What follows belongs to an exercise in optimizing a design on an open flow for small area; a production flow would make more cautious choices. Only simulation tests tie the RTL to the original design; equivalence was not proved. The clock port is modelled as an ideal driver, which makes a skipped or thinned clock tree look cheaper than it is; a real chip needs a root buffer or a tree. Power is estimated from default activity; no workload was simulated.

==> inputs of v39 <==
==> flow/design.v (excerpt) <==
module parking_meter(
    input add1,
    input add2,
    input add3,
    input add4,
    input rst1,
    input rst2,
    input clk,
    input rst,
    output [6:0] led_seg,
    output a0,
    output a1,
    output a2,
    output a3,
    output [3:0] val0,
    output [3:0] val1,
    output [3:0] val2,
    output [3:0] val3
    );
==> module parking_meter, before the edit <==
module parking_meter(
    input add1,
    input add2,
    input add3,
    input add4,
    input rst1,
    input rst2,
    input clk,
    input rst,
    output [6:0] led_seg,
    output a0,
    output a1,
    output a2,
    output a3,
    output [3:0] val0,
    output [3:0] val1,
    output [3:0] val2,
    output [3:0] val3
    );
	reg [2:0] scan;
	reg [4:0] div;
	reg [1:0] mode;      
	reg [3:0] d0, d1, d2, d3;
	wire [1:0] j = scan[1:0] + ~div[1:0];
	wire one = j[0];
	wire half = j[1] ^ j[0];
	wire wrap = div[4] & div[3];
	wire tick = wrap & scan[0];
	wire [4:0] div_n;
	assign div_n[0] = ~div[0] & ~wrap;
	assign div_n[1] = div[0] ^ div[1];
	assign div_n[2] = div[2] ^ (div[1] & div[0]);
	assign div_n[3] = (div[0] & div[1] & div[2] & ~div[3]) | (~div[1] & div[3] & ~div[4]) | (div[1] & ~div[2] & div[3]) | (~div[0] & div[1] & div[3]);
	assign div_n[4] = (div[0] & div[1] & div[2] & div[3]) | (~div[3] & div[4]);
	always @(posedge clk) begin
		if (rst) begin
			scan <= 3'd1;
			div <= 5'd0;
		end else begin
			scan <= {scan[2] ^ (scan[1] & scan[0]), scan[1] ^ scan[0], ~scan[0]};
			div <= div_n;
		end
	end
	wire z0 = ~|d0, z1 = ~|d1, z2 = ~|d2, z3 = ~|d3;
	wire tz = z0 & z1 & z2 & z3;
	wire le180 = z3 & ~d2[3] & ~d2[2] & ~d2[1] & (~d2[0] | ~d1[3] | (~d1[0] & z0));
	wire add = add1 | add2 | add3 | add4;
	wire [3:0] r0;
	assign r0[0] = ~d0[0];
	assign r0[1] = ~(d0[1] ^ d0[0]) & ~z0;
	assign r0[2] = (d0[2] & (d0[1] | d0[0])) | (d0[3] & ~d0[0]);
	assign r0[3] = z0 | (d0[3] & d0[0]);
	wire cc = d1[0] | ~z0;
	wire [2:0] ap = add1 ? 3'd2 : add2 ? 3'd0 : add3 ? 3'd3 : 3'd4;
	wire [3:0] hs = d1[3:1] + ap + cc;
	wire k1 = hs >= 5;
	wire [2:0] hr = k1 ? hs - 5 : hs[2:0];
	wire [3:0] r1 = {hr, d1[0] ^ z0};
	wire [3:0] k2a = add1 ? 4'd0 : (add2 | add3) ? 4'd1 : add4 ? 4'd2 : 4'd9;
	wire [4:0] s2 = d2 + k2a + k1;
	wire k2 = s2 >= 10;
	wire [3:0] r2 = k2 ? s2 - 10 : s2[3:0];
	wire [3:0] r3 = add ? d3 + k2 : d3 - !k2;
	wire sat = add & k2 & d3[3] & d3[0];
	wire upd = add | ~tz;
	always @(posedge clk) begin
		if (rst) begin
			mode <= 2'b00;
			{d3, d2, d1, d0} <= 16'h0000;
		end else if (rst1)
			{d3, d2, d1, d0} <= 16'h0015;
		else if (rst2)
			{d3, d2, d1, d0} <= 16'h0149;
		else if (tick) begin
			mode <= {~le180, le180 & ~tz};
			if (sat)
				{d3, d2, d1, d0} <= 16'h9999;
			else if (upd)
				{d3, d2, d1, d0} <= {r3, r2, r1, r0};
		end
	end
	wire on = mode[1] | (j[0] ^ (mode[0] & j[1]));
	wire [3:0] an;
	assign an[0] = on & ~scan[2] & ~scan[1];
	assign an[1] = on & ~scan[2] & scan[1];
	assign an[2] = on & scan[2] & ~scan[1];
	assign an[3] = on & scan[2] & scan[1];
	wire [3:0] sel = ~(~(({4{an[0]}} & d0) | ({4{an[1]}} & d1)) & ~(({4{an[2]}} & d2) | ({4{an[3]}} & d3)));
	wire t1 = sel[0] & sel[1] & sel[2];
	wire u = ~(sel[1] | sel[2] | sel[3]);
	wire [6:0] sg;
	assign sg[6] = (sel[0] & u) | (~sel[0] & ~sel[1] & sel[2]);
	assign sg[5] = sel[2] & (sel[0] ^ sel[1]);
	assign sg[4] = ~sel[0] & sel[1] & ~sel[2];
	assign sg[3] = sg[6] | t1;
	assign sg[2] = sel[0] | (~sel[1] & sel[2]);
	assign sg[1] = (sel[0] & ~sel[2] & ~sel[3]) | (sel[1] & ~sel[2]) | (sel[0] & sel[1]);
	assign sg[0] = on & (u | t1);
	assign led_seg = sg;
	assign {a3, a2, a1, a0} = an;
	assign val0 = d0;
	assign val1 = d1;
	assign val2 = d2;
	assign val3 = d3;
endmodule
Settings: LEC_CHECK=0, CAP_MARGIN=20, CORE_MARGIN=2, CORE_UTILIZATION=40, SLEW_MARGIN=20; clock period 18.0 ns.
standard.sh (not shown) runs the stock make flow with config.mk's settings and CLKGATE_MAP_FILE= SYNTH_SCRIPT=/design/flow/synth_recipe.tcl, a recipe that flattens the netlist after the stock synthesis.
==> flow/flow/run.sh <==
#!/bin/bash
# Standard synthesis, then the combinational logic re-mapped for area with
# ABC's deepsyn (a few seeds that did best in a scan of seeds 1..100; the
# smallest mapping is kept;
# registers are untouched), then the standard layout with minimum-size port buffers, and
# the clock tree replaced by a single clock buffer after CTS; placement is
# not timing-driven (the 18 ns clock leaves ample slack).
set -euo pipefail
W=$(pwd)
R=$W/orfs/results/$FLOW_PLATFORM/parking_meter/base
LIB=$FLOW_HOME/platforms/$FLOW_PLATFORM/lib/sky130_fd_sc_hd__tt_025C_1v80.lib
ARGS=("BUFFER_PORTS_ARGS=-buffer_cell sky130_fd_sc_hd__buf_1" "CTS_ARGS=-sink_clustering_enable -repair_clock_nets -dont_use_dummy_load" "GPL_TIMING_DRIVEN=0")

bash standard.sh synth > std_synth.log 2>&1

DU=""; for c in $(cat flow/dontuse.txt); do DU="$DU -dont_use $c"; done
resyn() {
  local S=$1 D=$W/resyn$1
  mkdir -p $D
  cp $R/1_2_yosys.v $D/std_synth.v
  ln -sf $LIB $D/lib.lib
  python3 flow/lib2v.py $LIB $D/cells.v > $D/lib2v.log 2>&1
  printf "strash\n&get -n\n&deepsyn -T 60 -S $S\n&put\ndch -f\namap\ntopo\n" > $D/abc.script
  echo "yosys abc -liberty lib.lib $DU -script $D/abc.script" > $D/resyn_abc.tcl
  ( cd $D && yosys -s $W/flow/resyn.ys > $W/resyn$S.log 2>&1 ) || true
}
SEEDS="68 21 3 6"
for S in $SEEDS; do resyn $S & done; wait
best=""; besta=""
for S in $SEEDS; do
  a=$(awk '/Chip area/ {print $NF}' $W/resyn$S/resyn_stat.txt 2>/dev/null || true)
  echo "seed $S: $a" >> resyn_summary.log
  if [[ -n "$a" ]] && { [[ -z "$besta" ]] || awk -v a="$a" -v b="$besta" 'BEGIN{exit !(a<b)}'; }; then best=$S; besta=$a; fi
done
echo "kept seed $best: $besta" >> resyn_summary.log
cp $W/resyn$best/resyn.v $R/1_2_yosys.v
rm -f $R/1_synth.odb $R/1_synth.sdc

bash standard.sh "${ARGS[@]}" cts > layout_cts.log 2>&1
IN_ODB=$R/4_cts.odb OUT_ODB=$R/4_cts_merged.odb ROOT_CELL=sky130_fd_sc_hd__clkbuf_16 \
  openroad -no_init -exit flow/clk_merge.tcl > clk_merge.log 2>&1
cp $R/4_cts_merged.odb $R/4_cts.odb
bash standard.sh "${ARGS[@]}" finish > layout.log 2>&1
==> flow/flow/clk_merge.tcl <==
# Replace the clock tree that CTS built (a root buffer and two leaf buffers)
# by one larger buffer at the root that drives every clock sink directly.
read_db $::env(IN_ODB)
set db [ord::get_db]
set block [ord::get_db_block]
set root ""
set leaves {}
foreach inst [$block getInsts] {
  set m [[$inst getMaster] getName]
  if {![string match "sky130_fd_sc_hd__clkbuf*" $m]} continue
  set net [[$inst findITerm A] getNet]
  if {[llength [$net getBTerms]] > 0} { set root $inst } else { lappend leaves $inst }
}
set rootnet [[$root findITerm X] getNet]
foreach leaf $leaves {
  set onet [[$leaf findITerm X] getNet]
  foreach it [$onet getITerms] {
    if {[$it isOutputSignal]} continue
    $it disconnect
    $it connect $rootnet
  }
  [$leaf findITerm A] disconnect
  [$leaf findITerm X] disconnect
  odb::dbInst_destroy $leaf
  odb::dbNet_destroy $onet
}
$root swapMaster [$db findMaster $::env(ROOT_CELL)]
puts "root [$root getName] -> $::env(ROOT_CELL), removed [llength $leaves] leaf buffers"
detailed_placement
check_placement
write_db $::env(OUT_ODB)
Other scripts of this flow, unchanged in this note and not shown: flow/flow/dontuse.txt, flow/flow/lib2v.py, flow/flow/resyn.ys
==> v1: changes against v39 <==
--- a/flow/design.v
+++ b/flow/design.v
@@ -86,17 +86,15 @@
 	assign an[1] = on & ~scan[2] & scan[1];
 	assign an[2] = on & scan[2] & ~scan[1];
 	assign an[3] = on & scan[2] & scan[1];
-	wire [3:0] sel = ~(~(({4{an[0]}} & d0) | ({4{an[1]}} & d1)) & ~(({4{an[2]}} & d2) | ({4{an[3]}} & d3)));
-	wire t1 = sel[0] & sel[1] & sel[2];
-	wire u = ~(sel[1] | sel[2] | sel[3]);
+	wire [3:0] sel = ({4{an[0]}} & d0) | ({4{an[1]}} & d1) | ({4{an[2]}} & d2) | ({4{an[3]}} & d3);
 	wire [6:0] sg;
-	assign sg[6] = (sel[0] & u) | (~sel[0] & ~sel[1] & sel[2]);
-	assign sg[5] = sel[2] & (sel[0] ^ sel[1]);
+	assign sg[0] = on & ((~sel[1] & ~sel[2] & ~sel[3]) | (sel[0] & sel[1] & sel[2]));
+	assign sg[1] = (sel[0] & ~sel[2] & ~sel[3]) | (sel[1] & ~sel[2]) | (sel[0] & sel[1]);
+	assign sg[2] = sel[0] | (~sel[1] & sel[2]);
+	assign sg[3] = (sel[0] & ~sel[1] & ~sel[2] & ~sel[3]) | (~sel[0] & ~sel[1] & sel[2]) | (sel[0] & sel[1] & sel[2]);
 	assign sg[4] = ~sel[0] & sel[1] & ~sel[2];
-	assign sg[3] = sg[6] | t1;
-	assign sg[2] = sel[0] | (~sel[1] & sel[2]);
-	assign sg[1] = (sel[0] & ~sel[2] & ~sel[3]) | (sel[1] & ~sel[2]) | (sel[0] & sel[1]);
-	assign sg[0] = on & (u | t1);
+	assign sg[5] = (sel[0] & ~sel[1] & sel[2]) | (~sel[0] & sel[1] & sel[2]);
+	assign sg[6] = (sel[0] & ~sel[1] & ~sel[2] & ~sel[3]) | (~sel[0] & ~sel[1] & sel[2]);
 	assign led_seg = sg;
 	assign {a3, a2, a1, a0} = an;
 	assign val0 = d0;
==> flow/flow/run.sh (replaced) <==
#!/bin/bash
# Standard synthesis, then the combinational logic re-mapped for area with
# ABC's deepsyn (four seeds, the smallest mapping is kept; registers are
# untouched), then the standard layout with minimum-size port buffers and no
# CTS dummy loads.
set -euo pipefail
W=$(pwd)
R=$W/orfs/results/$FLOW_PLATFORM/parking_meter/base
LIB=$FLOW_HOME/platforms/$FLOW_PLATFORM/lib/sky130_fd_sc_hd__tt_025C_1v80.lib

bash standard.sh synth > std_synth.log 2>&1

DU=""; for c in $(cat flow/dontuse.txt); do DU="$DU -dont_use $c"; done
for S in 1 2 3 4; do
  D=$W/resyn$S
  mkdir -p $D
  cp $R/1_2_yosys.v $D/std_synth.v
  cp $LIB $D/lib.lib
  python3 flow/lib2v.py $LIB $D/cells.v > $D/lib2v.log 2>&1
  printf 'strash\n&get -n\n&deepsyn -T 90 -S %d\n&put\ndch -f\namap\ntopo\n' $S > $D/abc.script
  echo "yosys abc -liberty lib.lib $DU -script $D/abc.script" > $D/resyn_abc.tcl
  ( cd $D && yosys -s $W/flow/resyn.ys > $W/resyn$S.log 2>&1 ) &
done
wait
best=""; besta=""
for S in 1 2 3 4; do
  a=$(awk '/Chip area/ {print $NF}' $W/resyn$S/resyn_stat.txt 2>/dev/null || true)
  echo "seed $S: $a" >> resyn_summary.log
  if [[ -n "$a" ]] && { [[ -z "$besta" ]] || awk -v a="$a" -v b="$besta" 'BEGIN{exit !(a<b)}'; }; then best=$S; besta=$a; fi
done
echo "kept seed $best: $besta" >> resyn_summary.log
cp $W/resyn$best/resyn.v $R/1_2_yosys.v
rm -f $R/1_synth.odb $R/1_synth.sdc

bash standard.sh "BUFFER_PORTS_ARGS=-buffer_cell sky130_fd_sc_hd__buf_1" "CTS_ARGS=-sink_clustering_enable -repair_clock_nets -dont_use_dummy_load" finish > layout.log 2>&1
removed: flow/flow/clk_merge.tcl
==> v3: changes against v39 <==
--- a/flow/flow/run.sh
+++ b/flow/flow/run.sh
@@ -1,15 +1,13 @@
 #!/bin/bash
 # Standard synthesis, then the combinational logic re-mapped for area with
-# ABC's deepsyn (a few seeds that did best in a scan of seeds 1..100; the
-# smallest mapping is kept;
+# ABC's deepsyn (seeds 1..32, four at a time; the smallest mapping is kept;
 # registers are untouched), then the standard layout with minimum-size port buffers, and
-# the clock tree replaced by a single clock buffer after CTS; placement is
-# not timing-driven (the 18 ns clock leaves ample slack).
+# the clock tree replaced by a single clock buffer after CTS.
 set -euo pipefail
 W=$(pwd)
 R=$W/orfs/results/$FLOW_PLATFORM/parking_meter/base
 LIB=$FLOW_HOME/platforms/$FLOW_PLATFORM/lib/sky130_fd_sc_hd__tt_025C_1v80.lib
-ARGS=("BUFFER_PORTS_ARGS=-buffer_cell sky130_fd_sc_hd__buf_1" "CTS_ARGS=-sink_clustering_enable -repair_clock_nets -dont_use_dummy_load" "GPL_TIMING_DRIVEN=0")
+ARGS=("BUFFER_PORTS_ARGS=-buffer_cell sky130_fd_sc_hd__buf_1" "CTS_ARGS=-sink_clustering_enable -repair_clock_nets -dont_use_dummy_load")
 
 bash standard.sh synth > std_synth.log 2>&1
 
@@ -24,10 +22,11 @@
   echo "yosys abc -liberty lib.lib $DU -script $D/abc.script" > $D/resyn_abc.tcl
   ( cd $D && yosys -s $W/flow/resyn.ys > $W/resyn$S.log 2>&1 ) || true
 }
-SEEDS="68 21 3 6"
-for S in $SEEDS; do resyn $S & done; wait
+for B in 0 4 8 12 16 20 24 28; do
+  for S in $((B + 1)) $((B + 2)) $((B + 3)) $((B + 4)); do resyn $S & done; wait
+done
 best=""; besta=""
-for S in $SEEDS; do
+for S in $(seq 1 32); do
   a=$(awk '/Chip area/ {print $NF}' $W/resyn$S/resyn_stat.txt 2>/dev/null || true)
   echo "seed $S: $a" >> resyn_summary.log
   if [[ -n "$a" ]] && { [[ -z "$besta" ]] || awk -v a="$a" -v b="$besta" 'BEGIN{exit !(a<b)}'; }; then best=$S; besta=$a; fi
==> v25: changes against v39 <==
--- a/flow/design.v
+++ b/flow/design.v
@@ -86,17 +86,15 @@
 	assign an[1] = on & ~scan[2] & scan[1];
 	assign an[2] = on & scan[2] & ~scan[1];
 	assign an[3] = on & scan[2] & scan[1];
-	wire [3:0] sel = ~(~(({4{an[0]}} & d0) | ({4{an[1]}} & d1)) & ~(({4{an[2]}} & d2) | ({4{an[3]}} & d3)));
-	wire t1 = sel[0] & sel[1] & sel[2];
-	wire u = ~(sel[1] | sel[2] | sel[3]);
+	wire [3:0] sel = ({4{an[0]}} & d0) | ({4{an[1]}} & d1) | ({4{an[2]}} & d2) | ({4{an[3]}} & d3);
 	wire [6:0] sg;
-	assign sg[6] = (sel[0] & u) | (~sel[0] & ~sel[1] & sel[2]);
-	assign sg[5] = sel[2] & (sel[0] ^ sel[1]);
+	assign sg[0] = on & ((~sel[1] & ~sel[2] & ~sel[3]) | (sel[0] & sel[1] & sel[2]));
+	assign sg[1] = (sel[0] & ~sel[2] & ~sel[3]) | (sel[1] & ~sel[2]) | (sel[0] & sel[1]);
+	assign sg[2] = sel[0] | (~sel[1] & sel[2]);
+	assign sg[3] = (sel[0] & ~sel[1] & ~sel[2] & ~sel[3]) | (~sel[0] & ~sel[1] & sel[2]) | (sel[0] & sel[1] & sel[2]);
 	assign sg[4] = ~sel[0] & sel[1] & ~sel[2];
-	assign sg[3] = sg[6] | t1;
-	assign sg[2] = sel[0] | (~sel[1] & sel[2]);
-	assign sg[1] = (sel[0] & ~sel[2] & ~sel[3]) | (sel[1] & ~sel[2]) | (sel[0] & sel[1]);
-	assign sg[0] = on & (u | t1);
+	assign sg[5] = (sel[0] & ~sel[1] & sel[2]) | (~sel[0] & sel[1] & sel[2]);
+	assign sg[6] = (sel[0] & ~sel[1] & ~sel[2] & ~sel[3]) | (~sel[0] & ~sel[1] & sel[2]);
 	assign led_seg = sg;
 	assign {a3, a2, a1, a0} = an;
 	assign val0 = d0;
==> flow/flow/run.sh (replaced) <==
#!/bin/bash
# Standard synthesis, then the combinational logic re-mapped for area with
# ABC's deepsyn (eight seeds, the smallest mapping is kept; registers are
# untouched), then the standard layout with minimum-size port buffers, and
# the clock tree replaced by a single clock buffer after CTS.
set -euo pipefail
W=$(pwd)
R=$W/orfs/results/$FLOW_PLATFORM/parking_meter/base
LIB=$FLOW_HOME/platforms/$FLOW_PLATFORM/lib/sky130_fd_sc_hd__tt_025C_1v80.lib
ARGS=("BUFFER_PORTS_ARGS=-buffer_cell sky130_fd_sc_hd__buf_1" "CTS_ARGS=-sink_clustering_enable -repair_clock_nets -dont_use_dummy_load")

bash standard.sh synth > std_synth.log 2>&1

DU=""; for c in $(cat flow/dontuse.txt); do DU="$DU -dont_use $c"; done
resyn() {
  local S=$1 D=$W/resyn$1
  mkdir -p $D
  cp $R/1_2_yosys.v $D/std_synth.v
  cp $LIB $D/lib.lib
  python3 flow/lib2v.py $LIB $D/cells.v > $D/lib2v.log 2>&1
  printf 'strash\n&get -n\n&deepsyn -T 90 -S %d\n&put\ndch -f\namap\ntopo\n' $S > $D/abc.script
  echo "yosys abc -liberty lib.lib $DU -script $D/abc.script" > $D/resyn_abc.tcl
  ( cd $D && yosys -s $W/flow/resyn.ys > $W/resyn$S.log 2>&1 ) || true
}
for S in 1 2 3 4; do resyn $S & done; wait
for S in 5 6 7 8; do resyn $S & done; wait
best=""; besta=""
for S in 1 2 3 4 5 6 7 8; do
  a=$(awk '/Chip area/ {print $NF}' $W/resyn$S/resyn_stat.txt 2>/dev/null || true)
  echo "seed $S: $a" >> resyn_summary.log
  if [[ -n "$a" ]] && { [[ -z "$besta" ]] || awk -v a="$a" -v b="$besta" 'BEGIN{exit !(a<b)}'; }; then best=$S; besta=$a; fi
done
echo "kept seed $best: $besta" >> resyn_summary.log
cp $W/resyn$best/resyn.v $R/1_2_yosys.v
rm -f $R/1_synth.odb $R/1_synth.sdc

bash standard.sh "${ARGS[@]}" cts > layout_cts.log 2>&1
IN_ODB=$R/4_cts.odb OUT_ODB=$R/4_cts_merged.odb ROOT_CELL=sky130_fd_sc_hd__clkbuf_16 \
  openroad -no_init -exit flow/clk_merge.tcl > clk_merge.log 2>&1
cp $R/4_cts_merged.odb $R/4_cts.odb
bash standard.sh "${ARGS[@]}" finish > layout.log 2>&1
==> notes.md <==
hold_ws 0.4414 ns; power in the clock group roughly 32 uW; fillers 408; met2 GRT Util 0.3043; PD cells 66.07 mW/mm^2; status finished clean; DR pass1 iterations 5; CP max stage delay 0.44 ns; placed cell count roughly 320; min cycle time layout between 6 and 7 ns; area of the multi-input gates 899.6 sq um; CP Data Required Time 18.16 ns; Seq/total area 0.2955; Tot Pwr between 100 and 150 uW; multi-input logic portion of the cell area 0.5107; switching portion of total power 0.2923
That was v1.
==> notes.md <==
fin cells between 300 and 400; placed cell count 316; power in the clock group 24.9 uW; min cycle time layout 6.983 ns; met2 GRT Util 0.3346; fillers 408; DR pass1 iterations 6; Tot Pwr 109.4 uW; CTS sink count 26; status finished clean; PD cells 62.66 mW/mm^2; CTS Hold Bufs 0; CP Data Required Time 18.06 ns; Worst slew margin 0.5308; switching portion of total power 0.2898; area of the multi-input gates 899.6 sq um; post-CTS setup buffers 0; Seq/total area 0.2982; CP max stage delay 0.44 ns
That was v25.
==> notes.md <==
Tot Pwr 112.5 uW; DR pass1 iterations 8; worst IR drop on VDD roughly 0.046 mV; CP Data Required Time 18.07 ns; fin cells 308; PD cells 66.13 mW/mm^2; multi-input logic portion of the cell area 0.4963; initial antenna violation count 0; fillers between 400 and 500; area of the multi-input gates 844.6 sq um; power in the clock group approximately 26 uW; CP max stage delay approximately 0.32 ns; hold path depth 1; hold_ws around 0.47 ns; status finished clean; placed cell count 307; comb pwr about 25 uW; well tap count 48; min cycle time layout about 7.3 ns; Seq/total area 0.3059
That was v39.
==> notes.md <==
min cycle time layout 7.385 ns; switching portion of total power 0.3013; status finished clean; met2 GRT Util 0.3686; CP max stage delay 0.43 ns; DR pass1 iterations 7; power in the clock group approximately 25 uW; CP Data Required Time around 18 ns; multi-input logic portion of the cell area 0.4931; hold_ws 0.4456 ns; area of the multi-input gates ~840 sq um
That was v3.

what the ideal ports hide:
The flow's constraints put no driver on any port. The routed layouts listed below were extracted and timed again, unchanged, in two steps. Step 1 sets driving cells, clkbuf_16 on the clock port and buf_2 on the other inputs (assumed; they add their load-dependent delay and slew). Step 2, shift: input delay + t, output delay - t, t = (earliest + latest rising clock arrival at the registers) / 2. This alone moves slack from input paths to output paths. Slacks: no drivers / after step 1 / after step 2; pairs: no drivers / after step 1.
| run | t (ns) | setup slack, ns | worst hold slack (ns) | worst setup path after step 2 | worst slew at a driven data input, ns |
|---|---|---|---|---|---|
| v39 | 0.193 | 10.677 / 10.683 / 10.490 | 0.465 / 0.465 / 0.465 | input to register | 0.03 |
| v1 | 0.292 | 11.097 / 11.105 / 10.812 | 0.441 / 0.441 / 0.441 | input to register | 0.03 |
| v3 | 0.195 | 10.615 / 10.626 / 10.432 | 0.446 / 0.446 / 0.446 | input to register | 0.03 |
| v25 | 0.190 | 11.017 / 11.029 / 10.840 | 0.445 / 0.445 / 0.445 | input to register | 0.03 |
After both steps setup and hold are still met in every run listed. The setup slack of v1, which loses most, moves by +0.008 ns with the drivers and by -0.285 ns with both steps.
